This design comes from an exercise in tuning for small area, a short achievable clock period and few clock cycles on the open sky130 flow, not from production work. RTL that was checked went through simulation tests only; none was proved equivalent to the original. No activity file was given, so power comes from the tool's default toggle rates.

== main ==
==> flow/design.v <==
`timescale 1ns / 1ps
module CPU_COMP(
input clk,
input rst,
output wire [15:0] imem_addr,
input [7:0] imem_data,
output wire [15:0] dmem_addr,
output wire [7:0] dmem_wdata,
output wire dmem_we,
input [7:0] dmem_rdata,
output wire done
);
reg [15:0] pc;
reg [7:0]  ir_r;
reg        r_op;              
reg        r_hil;             
reg        r_lol;             
reg        r_hij;             
reg        r_imm;             
reg        m_r;               
reg [7:0]  ir_e;
reg        e_op;
reg        e_lol;
reg        e_imm;
reg        m_e;
reg [15:0] breg;              
reg [12:1] wsel;              
reg        c_inv;             
reg        c_cin;
reg        c_x0;              
reg        c_xf;              
reg        c_we;              
reg [15:0] ac;
reg [15:0] g [1:12];
reg        z;
reg        done_r;
integer    k;
wire [3:0] op = ir_e[7:4];
wire [3:0] x  = ir_e[3:0];
wire o_ldac = e_op & (op == 4'h1);
wire o_tr   = e_op & (op == 4'h3);
wire o_ldr  = e_op & (op == 4'h4);
wire o_jp   = e_op & (op == 4'h5);
wire o_add  = e_op & (op == 4'h6);
wire o_sub  = e_op & (op == 4'h7);
wire o_inc  = e_op & (op == 4'hA);
wire o_dec  = e_op & (op == 4'hB);
wire o_shl  = e_op & (op == 4'hC);
wire o_shr  = e_op & (op == 4'hD);
wire o_clac = e_op & (op == 4'hE);
wire [15:0] xa = c_x0 ? 16'd0 : c_xf ? 16'hFFFF : ac;
wire [15:0] yb = breg ^ {16{c_inv}};
wire [15:0] sum = xa + yb + {15'd0, c_cin};
wire [15:0] xy_x = xa ^ yb;
wire sum_zero = c_xf ? (breg == 16'd1) : &xy_x;
wire sh_two = x[3] | x[2] | x[1];
wire sh_any = sh_two | x[0];
wire [15:0] shl = sh_two ? {ac[13:0], 2'b0} : {ac[14:0], 1'b0};
wire [15:0] shr = sh_two ? {2'b0, ac[15:2]} : {1'b0, ac[15:1]};
wire stall = (o_shl | o_shr) & (x[3] | x[2] | (x[1] & x[0]));    
wire wg = o_ldr | o_inc | o_dec;
wire [12:1] gw = wsel & {12{wg}};
reg [15:0] ac_d;
always @(*) begin
    if (e_lol | o_ldac) ac_d = {8'd0, dmem_rdata};
    else if (e_imm | o_tr | o_add | o_sub | o_clac | ((o_inc | o_dec) & (x == 4'd0))) ac_d = sum;
    else if (o_shl & sh_any) ac_d = shl;
    else if (o_shr & sh_any) ac_d = shr;
    else ac_d = ac;
end
wire jump = o_jp & ~z;
assign dmem_addr  = breg;
assign dmem_wdata = ac[7:0];
assign dmem_we    = c_we;
assign imem_addr  = pc;
assign done       = done_r | m_e;
wire [3:0] rop = ir_r[7:4];
wire [3:0] rx  = ir_r[3:0];
wire n_hil = r_op & (rop == 4'h0);
wire n_hij = r_op & (rop == 4'h5);
wire n_imm = r_op & ((rop == 4'h8) | (rop == 4'h9));
wire n_lol = r_hil;
wire n_op  = ~(n_hil | n_hij | n_imm | r_hil | r_hij);
wire use_g1 = (rop == 4'h2) | (rop == 4'h6) | (rop == 4'h7);
wire use_b  = (rop == 4'h1) | (rop == 4'h3) | (rop == 4'hA) | (rop == 4'hB);
wire [3:0] rsel = use_g1 ? 4'd1 : rx;
wire r_opb = r_op & (use_g1 | use_b);
wire [12:1] gsel;
genvar gi;
generate for (gi = 1; gi <= 12; gi = gi + 1) begin : gs
    assign gsel[gi] = r_opb & (rsel == gi);
end endgenerate
wire fwd_g = |(gsel & gw);             
wire [12:1] grd = gsel & ~gw;
reg [15:0] b_d;
always @(*) begin
    b_d = (r_opb & (rsel == 4'd0)) ? ac_d : 16'd0;
    if (fwd_g) b_d = b_d | sum;
    for (k = 1; k <= 12; k = k + 1)
        if (grd[k]) b_d = b_d | g[k];
    if (r_imm | r_lol) b_d = {r_lol ? ir_e : 8'd0, ir_r};
end
wire r_subi = r_imm & ir_e[4];
always @(posedge clk) begin
    if (stall) ir_e[3:0] <= x - 4'd2;     
    else begin
        ir_e <= ir_r;
        ir_r <= imem_data;
    end
    for (k = 1; k <= 12; k = k + 1)
        wsel[k] <= (rx == k);
    breg <= b_d;
end
always @(posedge clk) begin
    if (rst) begin
        pc <= 16'd0;
        r_op <= 1'b0;
        r_hil <= 1'b0;
        r_lol <= 1'b0;
        r_hij <= 1'b0;
        r_imm <= 1'b0;
        m_r <= 1'b0;
        e_op <= 1'b0;
        e_lol <= 1'b0;
        e_imm <= 1'b0;
        m_e <= 1'b0;
        c_inv <= 1'b0;
        c_cin <= 1'b0;
        c_x0 <= 1'b0;
        c_xf <= 1'b0;
        c_we <= 1'b0;
        ac <= 16'd0;
        z <= 1'b0;
        done_r <= 1'b0;
    end else begin
        if (jump) pc <= {ir_r, imem_data};
        else if (!stall) pc <= pc + 16'd1;
        if (!stall) begin
            r_op  <= n_op;
            r_hil <= n_hil;
            r_lol <= n_lol;
            r_hij <= n_hij;
            r_imm <= n_imm;
            m_r   <= (pc[15:1] == 15'd166);
            e_op  <= r_op;
            e_lol <= r_lol;
            e_imm <= r_imm;
            m_e   <= m_r;
        end
        c_inv <= (r_op & (rop == 4'h7)) | r_subi;
        c_cin <= (r_op & ((rop == 4'h7) | (rop == 4'hA))) | r_subi;
        c_x0  <= r_op & ((rop == 4'h3) | (rop == 4'hA) | (rop == 4'hE));
        c_xf  <= r_op & (rop == 4'hB);
        c_we  <= r_op & ~stall & (rop == 4'h2);
        if (m_e) done_r <= 1'b1;
        ac <= ac_d;
        if (o_sub | (e_imm & c_inv) | o_dec) z <= sum_zero;
    end
end
wire [15:0] gdata = sum & {16{~rst}};
always @(posedge clk) begin
    for (k = 1; k <= 12; k = k + 1)
        if (gw[k] | rst) g[k] <= gdata;
end
endmodule
Settings: LEC_CHECK=0, CAP_MARGIN=20, CORE_MARGIN=2, CORE_UTILIZATION=50, CTS_BUF_LIST=sky130_fd_sc_hd__clkbuf_8 sky130_fd_sc_hd__clkbuf_16, CTS_CLUSTER_DIAMETER=100, CTS_CLUSTER_SIZE=30, SETUP_SLACK_MARGIN=5, SLEW_MARGIN=20; clock period 8.0 ns.
run.sh (not shown) runs the stock make flow with config.mk's settings and CLKGATE_MAP_FILE= SYNTH_SCRIPT=/design/flow/synth_recipe.tcl, a recipe that flattens the netlist after the stock synthesis.
[inputs] the feature branch vs main
--- a/flow/design.v
+++ b/flow/design.v
@@ -33,4 +33,5 @@
 reg [15:0] ac;
 reg [15:0] g [1:12];
+reg [12:1] gv;                
 reg        z;
 reg        done_r;
@@ -92,5 +93,5 @@
 end endgenerate
 wire fwd_g = |(gsel & gw);             
-wire [12:1] grd = gsel & ~gw;
+wire [12:1] grd = gsel & gv & ~gw;
 reg [15:0] b_d;
 always @(*) begin
@@ -132,4 +133,5 @@
         ac <= 16'd0;
         z <= 1'b0;
+        gv <= 12'd0;
         done_r <= 1'b0;
     end else begin
@@ -156,10 +158,10 @@
         ac <= ac_d;
         if (o_sub | (e_imm & c_inv) | o_dec) z <= sum_zero;
+        gv <= gv | gw;
     end
 end
-wire [15:0] gdata = sum & {16{~rst}};
 always @(posedge clk) begin
     for (k = 1; k <= 12; k = k + 1)
-        if (gw[k] | rst) g[k] <= gdata;
+        if (gw[k]) g[k] <= sum;
 end
 endmodule
==> comparison <==
Summary of the feature branch over main: total detailed-routing wirelength now sits higher, average cell area after synthesis went down by 0.53%, cell row count increased by 1.7% relative to the old numbers, total met2 wirelength after detailed routing grew by about 4.3%, part of the total power dissipated in the clock network picked up an extra 5.5 points. Delta (the feature branch minus main): net total in the final layout higher; critical path arrival roughly the same; clock-cell share of area higher; total number of multi-input combinational cells higher. The feature branch: all stages complete, timing, DRC and antenna checks passed. The feature branch vs main, initial antenna violation count went up by 1.
Testbench counts of the feature branch, summed over its fixed seeds: cycles 179,256.
For main, only the layout was checked, not whether the RTL still works.

exp/tundra:
Starts from the design.v that is shown in full above.
==> flow/config.mk <==
export PLATFORM = sky130hd
export DESIGN_NAME = CPU_COMP
export DESIGN_NICKNAME = CPU_COMP
export VERILOG_FILES = /design/flow/design.v
export SDC_FILE = /design/flow/constraint.sdc
export NUM_CORES = 4
export LEC_CHECK = 0
export CAP_MARGIN = 20
export CORE_MARGIN = 2
export CORE_UTILIZATION = 50
export CTS_BUF_LIST = sky130_fd_sc_hd__clkbuf_8 sky130_fd_sc_hd__clkbuf_16
export CTS_CLUSTER_DIAMETER = 80
export CTS_CLUSTER_SIZE = 22
export SETUP_SLACK_MARGIN = 5
export SLEW_MARGIN = 20
==> flow/constraint.sdc <==
create_clock -name core_clock -period 8.0 [get_ports {clk}]
set_input_delay 1.6000 -clock core_clock [delete_from_list [all_inputs] [get_ports {clk}]]
set_output_delay 1.6000 -clock core_clock [all_outputs]
set_load 0.01 [all_outputs]
#### Input delta (exp/pepper over exp/tundra)
--- a/flow/design.v
+++ b/flow/design.v
@@ -32,6 +32,7 @@
 reg        c_we;              
 reg [15:0] ac;
 reg [15:0] g [1:12];
+reg [12:1] gv;                
 reg        z;
 reg        done_r;
 integer    k;
@@ -91,7 +92,7 @@
     assign gsel[gi] = r_opb & (rsel == gi);
 end endgenerate
 wire fwd_g = |(gsel & gw);             
-wire [12:1] grd = gsel & ~gw;
+wire [12:1] grd = gsel & gv & ~gw;
 reg [15:0] b_d;
 always @(*) begin
     b_d = (r_opb & (rsel == 4'd0)) ? ac_d : 16'd0;
@@ -131,6 +132,7 @@
         c_we <= 1'b0;
         ac <= 16'd0;
         z <= 1'b0;
+        gv <= 12'd0;
         done_r <= 1'b0;
     end else begin
         if (jump) pc <= {ir_r, imem_data};
@@ -155,11 +157,11 @@
         if (m_e) done_r <= 1'b1;
         ac <= ac_d;
         if (o_sub | (e_imm & c_inv) | o_dec) z <= sum_zero;
+        gv <= gv | gw;
     end
 end
-wire [15:0] gdata = sum & {16{~rst}};
 always @(posedge clk) begin
     for (k = 1; k <= 12; k = k + 1)
-        if (gw[k] | rst) g[k] <= gdata;
+        if (gw[k]) g[k] <= sum;
 end
 endmodule
==> summary.txt <==
- The utilization after layout number comes out lower for exp/tundra vs exp/pepper.
- Relative to exp/tundra, final cell count has increased by 48 in exp/pepper.
- Non-clock buffer count (exp/pepper vs. exp/tundra) increases by more than 10%
- Going from exp/tundra to exp/pepper, flip-flop and latch power lower, cell area after placement now larger, setup slack after placement decreased 0.16 ns, first-iteration DRC count decreased by 50 relative to the old numbers.
- exp/tundra was smaller in final cell area than exp/pepper.
Testbench counts of exp/pepper, summed over its fixed seeds: cycles 179,256.
No functional check of the RTL was part of exp/tundra.

Another version of the RTL of CPU_COMP (not shown whole).
Size in the first run: roughly 1000 cells after synthesis, roughly 12000 um^2 of cells after synthesis.
## CPU_COMP
module CPU_COMP(
input clk,
input rst,
output wire [15:0] imem_addr,
input [7:0] imem_data,
output wire [15:0] dmem_addr,
output wire [7:0] dmem_wdata,
output wire dmem_we,
input [7:0] dmem_rdata,
output wire done
);
==> module CPU_COMP, before the edit <==
module CPU_COMP(
input clk,
input rst,
output wire [15:0] imem_addr,
input [7:0] imem_data,
output wire [15:0] dmem_addr,
output wire [7:0] dmem_wdata,
output wire dmem_we,
input [7:0] dmem_rdata,
output wire done
);
reg [15:0] pc;
reg [7:0]  ir;                
reg [7:0]  ir2;               
reg        t_op;              
reg        t_hil;             
reg        t_lol;             
reg        t_hij;             
reg        t_imm;             
reg [13:0] bsel;              
reg [15:0] ac;
reg [15:0] g [1:12];
reg [12:1] gv;                
reg        z;
reg        done_r;
wire [3:0] op = ir[7:4];
wire [3:0] x  = ir[3:0];
wire o_ldac = t_op & (op == 4'h1);
wire o_wr   = t_op & (op == 4'h2);
wire o_tr   = t_op & (op == 4'h3);
wire o_ldr  = t_op & (op == 4'h4);
wire o_jp   = t_op & (op == 4'h5);
wire o_add  = t_op & (op == 4'h6);
wire o_sub  = t_op & (op == 4'h7);
wire o_inc  = t_op & (op == 4'hA);
wire o_dec  = t_op & (op == 4'hB);
wire o_shl  = t_op & (op == 4'hC);
wire o_shr  = t_op & (op == 4'hD);
wire o_clac = t_op & (op == 4'hE);
wire o_two  = t_op & ((op == 4'h0) | (op == 4'h5) | (op == 4'h8) | (op == 4'h9));
wire subi   = t_imm & ir2[4];
integer k;
reg [15:0] b;
always @(*) begin
    b = bsel[0] ? ac : 16'd0;
    for (k = 1; k <= 12; k = k + 1)
        if (bsel[k] & gv[k]) b = b | g[k];
    if (bsel[13]) b = b | {t_lol ? ir2 : 8'd0, ir};
end
wire inv = o_sub | subi;
wire [15:0] xa = (o_tr | o_inc) ? 16'd0 : o_dec ? 16'hFFFF : ac;
wire [15:0] sum = xa + (b ^ {16{inv}}) + {15'd0, inv | o_inc};
wire sh_two = x[3] | x[2] | x[1];
wire sh_any = sh_two | x[0];
wire [15:0] shl = sh_two ? {ac[13:0], 2'b0} : {ac[14:0], 1'b0};
wire [15:0] shr = sh_two ? {2'b0, ac[15:2]} : {1'b0, ac[15:1]};
wire stall = (o_shl | o_shr) & (x[3] | x[2] | (x[1] & x[0]));    
wire wg = o_ldr | o_inc | o_dec;
wire [15:0] gdata = ir[7] ? sum : ac;
assign dmem_addr  = b;
assign dmem_wdata = ac[7:0];
assign dmem_we    = o_wr;
assign imem_addr  = pc;
assign done       = done_r;
wire skip = o_jp & z;
wire n_op  = ~(t_hil | t_hij | o_two);
wire n_hil = t_op & (op == 4'h0);
wire n_hij = o_jp & ~z;
wire n_imm = t_op & ((op == 4'h8) | (op == 4'h9));
wire n_lol = t_hil;
wire [3:0] nop_ = imem_data[7:4];
wire [3:0] nx   = imem_data[3:0];
wire use_g1 = (nop_ == 4'h2) | (nop_ == 4'h6) | (nop_ == 4'h7);
wire [3:0] nsel = use_g1 ? 4'd1 : nx;
always @(posedge clk) begin
    if (stall) ir[3:0] <= x - 4'd2;       
    else ir <= imem_data;
    ir2 <= ir;
end
always @(posedge clk) begin
    if (rst) begin
        pc <= 16'd0;
        t_op <= 1'b0;
        t_hil <= 1'b0;
        t_lol <= 1'b0;
        t_hij <= 1'b0;
        t_imm <= 1'b0;
        bsel <= 14'd0;
        ac <= 16'd0;
        z <= 1'b0;
        gv <= 12'd0;
        done_r <= 1'b0;
    end else begin
        if (t_hij) pc <= {ir, imem_data};
        else pc <= pc + {14'd0, skip, ~skip & ~stall};
        if (pc[15:1] == 15'd166) done_r <= 1'b1;
        t_op  <= n_op | stall;
        t_hil <= n_hil;
        t_lol <= n_lol;
        t_hij <= n_hij;
        t_imm <= n_imm;
        for (k = 0; k <= 12; k = k + 1)
            bsel[k] <= n_op & (nsel == k);
        bsel[13] <= n_imm | n_lol;
        if (t_lol | o_ldac) ac <= {8'd0, dmem_rdata};
        else if (t_imm | o_tr | o_add | o_sub | ((o_inc | o_dec) & bsel[0])) ac <= sum;
        else if (o_shl & sh_any) ac <= shl;
        else if (o_shr & sh_any) ac <= shr;
        else if (o_clac) ac <= 16'd0;
        if (o_sub | subi | o_dec) z <= (sum == 16'd0);
        for (k = 1; k <= 12; k = k + 1)
            if (wg & bsel[k]) gv[k] <= 1'b1;
    end
end
always @(posedge clk) begin
    for (k = 1; k <= 12; k = k + 1)
        if (wg & bsel[k]) g[k] <= gdata;
end
endmodule
==> flow/config.mk <==
export PLATFORM = sky130hd
export DESIGN_NAME = CPU_COMP
export DESIGN_NICKNAME = CPU_COMP
export VERILOG_FILES = /design/flow/design.v
export SDC_FILE = /design/flow/constraint.sdc
export NUM_CORES = 4
export LEC_CHECK = 0
export ABC_CLOCK_PERIOD_IN_PS = 3000
export CAP_MARGIN = 20
export CORE_MARGIN = 2
export CORE_UTILIZATION = 40
export SETUP_SLACK_MARGIN = 5
export SLEW_MARGIN = 20
==> flow/constraint.sdc <==
create_clock -name core_clock -period 8.0 [get_ports {clk}]
set_input_delay 1.6000 -clock core_clock [delete_from_list [all_inputs] [get_ports {clk}]]
set_output_delay 1.6000 -clock core_clock [all_outputs]
set_load 0.01 [all_outputs]
Edit:
--- a/flow/design.v
+++ b/flow/design.v
@@ -48,17 +48,14 @@
         if (bsel[k] & gv[k]) b = b | g[k];
     if (bsel[13]) b = b | {t_lol ? ir2 : 8'd0, ir};
 end
 wire inv = o_sub | subi;
 wire [15:0] xa = (o_tr | o_inc) ? 16'd0 : o_dec ? 16'hFFFF : ac;
 wire [15:0] sum = xa + (b ^ {16{inv}}) + {15'd0, inv | o_inc};
-wire sh_two = x[3] | x[2] | x[1];
-wire sh_any = sh_two | x[0];
-wire [15:0] shl = sh_two ? {ac[13:0], 2'b0} : {ac[14:0], 1'b0};
-wire [15:0] shr = sh_two ? {2'b0, ac[15:2]} : {1'b0, ac[15:1]};
-wire stall = (o_shl | o_shr) & (x[3] | x[2] | (x[1] & x[0]));    
+wire [15:0] shl = ac << x;
+wire [15:0] shr = ac >> x;
 wire wg = o_ldr | o_inc | o_dec;
 wire [15:0] gdata = ir[7] ? sum : ac;
 assign dmem_addr  = b;
 assign dmem_wdata = ac[7:0];
 assign dmem_we    = o_wr;
 assign imem_addr  = pc;
@@ -71,14 +68,13 @@
 wire n_lol = t_hil;
 wire [3:0] nop_ = imem_data[7:4];
 wire [3:0] nx   = imem_data[3:0];
 wire use_g1 = (nop_ == 4'h2) | (nop_ == 4'h6) | (nop_ == 4'h7);
 wire [3:0] nsel = use_g1 ? 4'd1 : nx;
 always @(posedge clk) begin
-    if (stall) ir[3:0] <= x - 4'd2;       
-    else ir <= imem_data;
+    ir  <= imem_data;
     ir2 <= ir;
 end
 always @(posedge clk) begin
     if (rst) begin
         pc <= 16'd0;
         t_op <= 1'b0;
@@ -90,26 +86,26 @@
         ac <= 16'd0;
         z <= 1'b0;
         gv <= 12'd0;
         done_r <= 1'b0;
     end else begin
         if (t_hij) pc <= {ir, imem_data};
-        else pc <= pc + {14'd0, skip, ~skip & ~stall};
+        else pc <= pc + {14'd0, skip, ~skip};
         if (pc[15:1] == 15'd166) done_r <= 1'b1;
-        t_op  <= n_op | stall;
+        t_op  <= n_op;
         t_hil <= n_hil;
         t_lol <= n_lol;
         t_hij <= n_hij;
         t_imm <= n_imm;
         for (k = 0; k <= 12; k = k + 1)
             bsel[k] <= n_op & (nsel == k);
         bsel[13] <= n_imm | n_lol;
         if (t_lol | o_ldac) ac <= {8'd0, dmem_rdata};
         else if (t_imm | o_tr | o_add | o_sub | ((o_inc | o_dec) & bsel[0])) ac <= sum;
-        else if (o_shl & sh_any) ac <= shl;
-        else if (o_shr & sh_any) ac <= shr;
+        else if (o_shl) ac <= shl;
+        else if (o_shr) ac <= shr;
         else if (o_clac) ac <= 16'd0;
         if (o_sub | subi | o_dec) z <= (sum == 16'd0);
         for (k = 1; k <= 12; k = k + 1)
             if (wg & bsel[k]) gv[k] <= 1'b1;
     end
 end
Result: The new run completed without violations. Die area grows by a little under a tenth. Combinational power grows by roughly a tenth. Cell count grows by roughly a tenth. Setup slack is better by 55 ps. Synthesized cell count grows by roughly a tenth. Sequential power stays flat.
Function was not checked in any run of this note: the RTL went through the layout flow alone.

static timing again, ports no longer ideal:
The flow's constraints put no driver on any port. The routed layouts listed below were extracted and timed again, unchanged, in two steps.
Step 1 sets driving cells, clkbuf_16 on the clock port and buf_2 on the other inputs (assumed; they add their load-dependent delay and slew).
Step 2 adds t to the input delays and takes it off the output delays; t is the mean of the earliest and latest rising clock arrival at the registers after step 1. Input paths then give back, and output paths get back, about the clock's delay inside the block.
Three values: ideal ports, drivers, drivers and shift; two values: the first two.
run	t, ns	setup WS [ns]	clock arrival spread, ns	worst slew at a driven data input, ns	cell pins on the clock port's net
main	0.552	4.873 / 4.873 / 4.538	0.016 / 0.017	0.04	1
the feature branch	0.559	4.947 / 4.947 / 4.947	0.028 / 0.028	0.04	1
exp/tundra	0.563	4.930 / 4.930 / 4.571	0.028 / 0.028	0.04	1
exp/pepper	0.566	4.999 / 4.999 / 4.999	0.022 / 0.021	0.04	1
the first run of note 3	0.608	3.890 / 3.872 / 3.890	0.011 / 0.012	0.04	1
the second run of note 3	0.629	3.945 / 3.945 / 3.945	0.044 / 0.043	0.05	1
After both steps setup and hold are still met in every run listed. For exp/tundra, which loses most, drivers alone change the setup slack by 0.000 ns; drivers and shift together by -0.359 ns.
